This design comes from an exercise in tuning for small area, a short achievable clock period and few clock cycles on the open sky130 flow, not from production work.
At most, simulation tests tie the RTL to the original design; equivalence was not proved.
The flow treats the clock pin as an ideal source. Dropping or thinning the clock tree relies on that and would not hold on a real chip.
Power figures rest on the tool's default switching activity, not on a simulated workload.

== zinc ==
==> flow/design.v (excerpt) <==
module fifo_conv_top(
input clk,
input rst,
input data_valid,
input [7:0] data_i,
output wire idle,
output wire done,
output wire [15:0] data_o,
output wire conv_done
);
export LEC_CHECK = 0
export CAP_MARGIN = 20
export CORE_MARGIN = 2
export CORE_UTILIZATION = 75
export PLACE_DENSITY = 0.85
export SETUP_SLACK_MARGIN = 3.1
export SLEW_MARGIN = 20
create_clock -name core_clock -period 5.0 [get_ports {clk}]
standard.sh (not shown) runs the stock make flow with config.mk's settings and CLKGATE_MAP_FILE= SYNTH_SCRIPT=/design/flow/synth_recipe.tcl, a recipe that flattens the netlist after the stock synthesis.
==> flow/flow/run.sh <==
#!/bin/bash
# Own layout flow: the standard flow (standard.sh, standard synthesis
# included) with a few extra ORFS settings read from flow/knobs.txt, one
# VAR=value per line. Each tool's full output stays in the ORFS logs under
# orfs/logs; make's own output goes to make_finish.log here.
set -euo pipefail
W=$(pwd)
knobs=()
if [[ -f flow/knobs.txt ]]; then
  while IFS= read -r line; do
    [[ -z "$line" || "$line" == \#* ]] && continue
    knobs+=("${line//@FLOW@/$W/flow}")
  done < flow/knobs.txt
fi
bash standard.sh "${knobs[@]}" finish > make_finish.log 2>&1
==> flow/flow/knobs.txt <==
CTS_ARGS=-sink_clustering_enable -repair_clock_nets -root_buf sky130_fd_sc_hd__clkbuf_16 -buf_list sky130_fd_sc_hd__clkbuf_4 -sink_clustering_size 30 -sink_clustering_max_diameter 100 -dont_use_dummy_load
BUFFER_PORTS_ARGS=-buffer_cell sky130_fd_sc_hd__buf_1
The following lists how amber was set up differently from zinc:
==> flow/flow/knobs.txt <==
CTS_ARGS=-sink_clustering_enable -repair_clock_nets -root_buf sky130_fd_sc_hd__clkbuf_8 -buf_list sky130_fd_sc_hd__clkbuf_4 -sink_clustering_size 50 -sink_clustering_max_diameter 200 -dont_use_dummy_load
BUFFER_PORTS_ARGS=-buffer_cell sky130_fd_sc_hd__buf_1
## What came out
Per the comparison of amber with zinc, utilization down 2.8 points, final critical-path required period has increased, timing-limited maximum frequency went down. Taking zinc as the reference, in amber number of vias in the routed layout -338, fill cell total of the finished layout now sits higher, peak ir drop on the vdd network now sits lower.
Modified inputs, fjord compared to amber
==> flow/flow/knobs.txt <==
CTS_ARGS=-sink_clustering_enable -repair_clock_nets -buf_list sky130_fd_sc_hd__clkbuf_8 -sink_clustering_size 50 -sink_clustering_max_diameter 200 -dont_use_dummy_load
BUFFER_PORTS_ARGS=-buffer_cell sky130_fd_sc_hd__buf_1
Notes after the runs:
- As far as number of buffers on the longest clock path goes, amber and fjord are indistinguishable; the numbers are identical.
- From fjord to amber, post-CTS resize count did not move at all.
- amber -> fjord: area occupied by multi-input gates flat
- Routed wire length came out exactly the same in amber and fjord.
- On sequential fraction of total cell area, amber and fjord are basically level.
- fjord finished end to end and its layout was clean on timing, DRC and antenna.
- From amber to fjord, average size of a mapped cell did not move at all.
- From fjord to amber, clock buffer and inverter area fraction after layout did not move at all.
- Diff amber..fjord | worst setup margin | unchanged
- fjord -> amber: number of failing hold endpoints at the final stage delta 0, exact match
- Die footprint came out exactly the same in amber and fjord.
No functional check of the RTL was part of any run of this note.

* * *

Another version of the RTL of fifo_conv_top (not shown whole).
Size in the first run: roughly 110 flip-flops, about 0.0042 mm^2 of cells after synthesis.
export LEC_CHECK = 0
export CAP_MARGIN = 20
export CORE_MARGIN = 2
export CORE_UTILIZATION = 75
export PLACE_DENSITY = 0.85
export SETUP_SLACK_MARGIN = 3.0
export SLEW_MARGIN = 20
create_clock -name core_clock -period 5.0 [get_ports {clk}]
Scripts as last shown in full above: flow/flow/run.sh
Other scripts of this flow, unchanged in this note and not shown: flow/flow/knobs.txt, flow/flow/mcts.tcl
Testbench counts at the start, summed over its fixed seeds: cycles 1,624.
Then changed:
--- a/flow/config.mk
+++ b/flow/config.mk
@@ -10,3 +10,3 @@
-export CORE_UTILIZATION = 75
-export PLACE_DENSITY = 0.85
-export SETUP_SLACK_MARGIN = 3.0
+export CORE_UTILIZATION = 78
+export PLACE_DENSITY = 0.88
+export SETUP_SLACK_MARGIN = 3.1
The new run produced a clean layout.
Maximum frequency climbs by 1.8%.
Sequential share of layout area drops by 0.69 points.
Routed wire length climbs by 19%.
Power climbs by 1.2%.
Final area climbs by 1.1%.
Worst setup slack improved by 33 ps.
Then changed:
--- a/flow/config.mk
+++ b/flow/config.mk
@@ -10,2 +10,2 @@
-export CORE_UTILIZATION = 78
-export PLACE_DENSITY = 0.88
+export CORE_UTILIZATION = 72
+export PLACE_DENSITY = 0.85
Via count shrinks by 4.5%; design area grows by 0.33%; total power shrinks by 0.63%; area after synthesis is unchanged; sequential power hardly moves; global-route usage shrinks by 2.6 points; sequential share of layout area shrinks by 0.21 points; flip-flop and latch count stays the same.
Then changed:
--- a/flow/config.mk
+++ b/flow/config.mk
@@ -10 +10 @@
-export CORE_UTILIZATION = 72
+export CORE_UTILIZATION = 75
@@ -12 +12 @@
-export SETUP_SLACK_MARGIN = 3.1
+export SETUP_SLACK_MARGIN = 3.15
After rerunning: The changed run completed without violations. Synthesized cell count does not change. Sequential share of layout area fell by 1.1 points. Synthesized area stays the same. Clock skew stays flat. Via count increases by a few percent. Design area came out higher slightly. Global-route usage rose by 1.3 points. Routed wire length came out higher by roughly a tenth.
No run of this note takes its clock network from TritonCTS; it comes from the design's own scripts or RTL.

## afterwards: timing with drivers on the ports
Ports are ideal in the flow. The routed layouts listed here were re-timed in OpenROAD. Step 1, drivers: a clkbuf_16 drives clk and a buf_2 each remaining input, both assumed. Step 2 moves the port delays by t, midway between the first and last clock arrival at a register: inputs arrive t later, outputs are due t later. That takes back most of the time a late clock gives input paths. a / b / c = ideal ports / drivers / drivers and shift; a / b = the first two.
run	t (ns)	slack for setup (ns)	clock arrival spread, ns	worst data-port slew with drivers (ns)	cell pins on the clock port's net
zinc	0.374	3.101 / 3.087 / 3.101	0.015 / 0.016	0.03	1
amber	0.386	3.079 / 3.078 / 3.079	0.018 / 0.019	0.03	1
fjord	0.386	3.079 / 3.078 / 3.079	0.018 / 0.019	0.03	1
the first run of note 2	0.232	3.069 / 3.069 / 3.069	0.009 / 0.008	0.03	4
the second run of note 2	0.230	3.103 / 3.103 / 3.103	0.008 / 0.007	0.03	4
the third run of note 2	0.231	3.098 / 3.098 / 3.098	0.008 / 0.008	0.03	4
the fourth run of note 2	0.233	3.078 / 3.078 / 3.078	0.012 / 0.012	0.03	4
After both steps setup and hold are still met in every run listed.
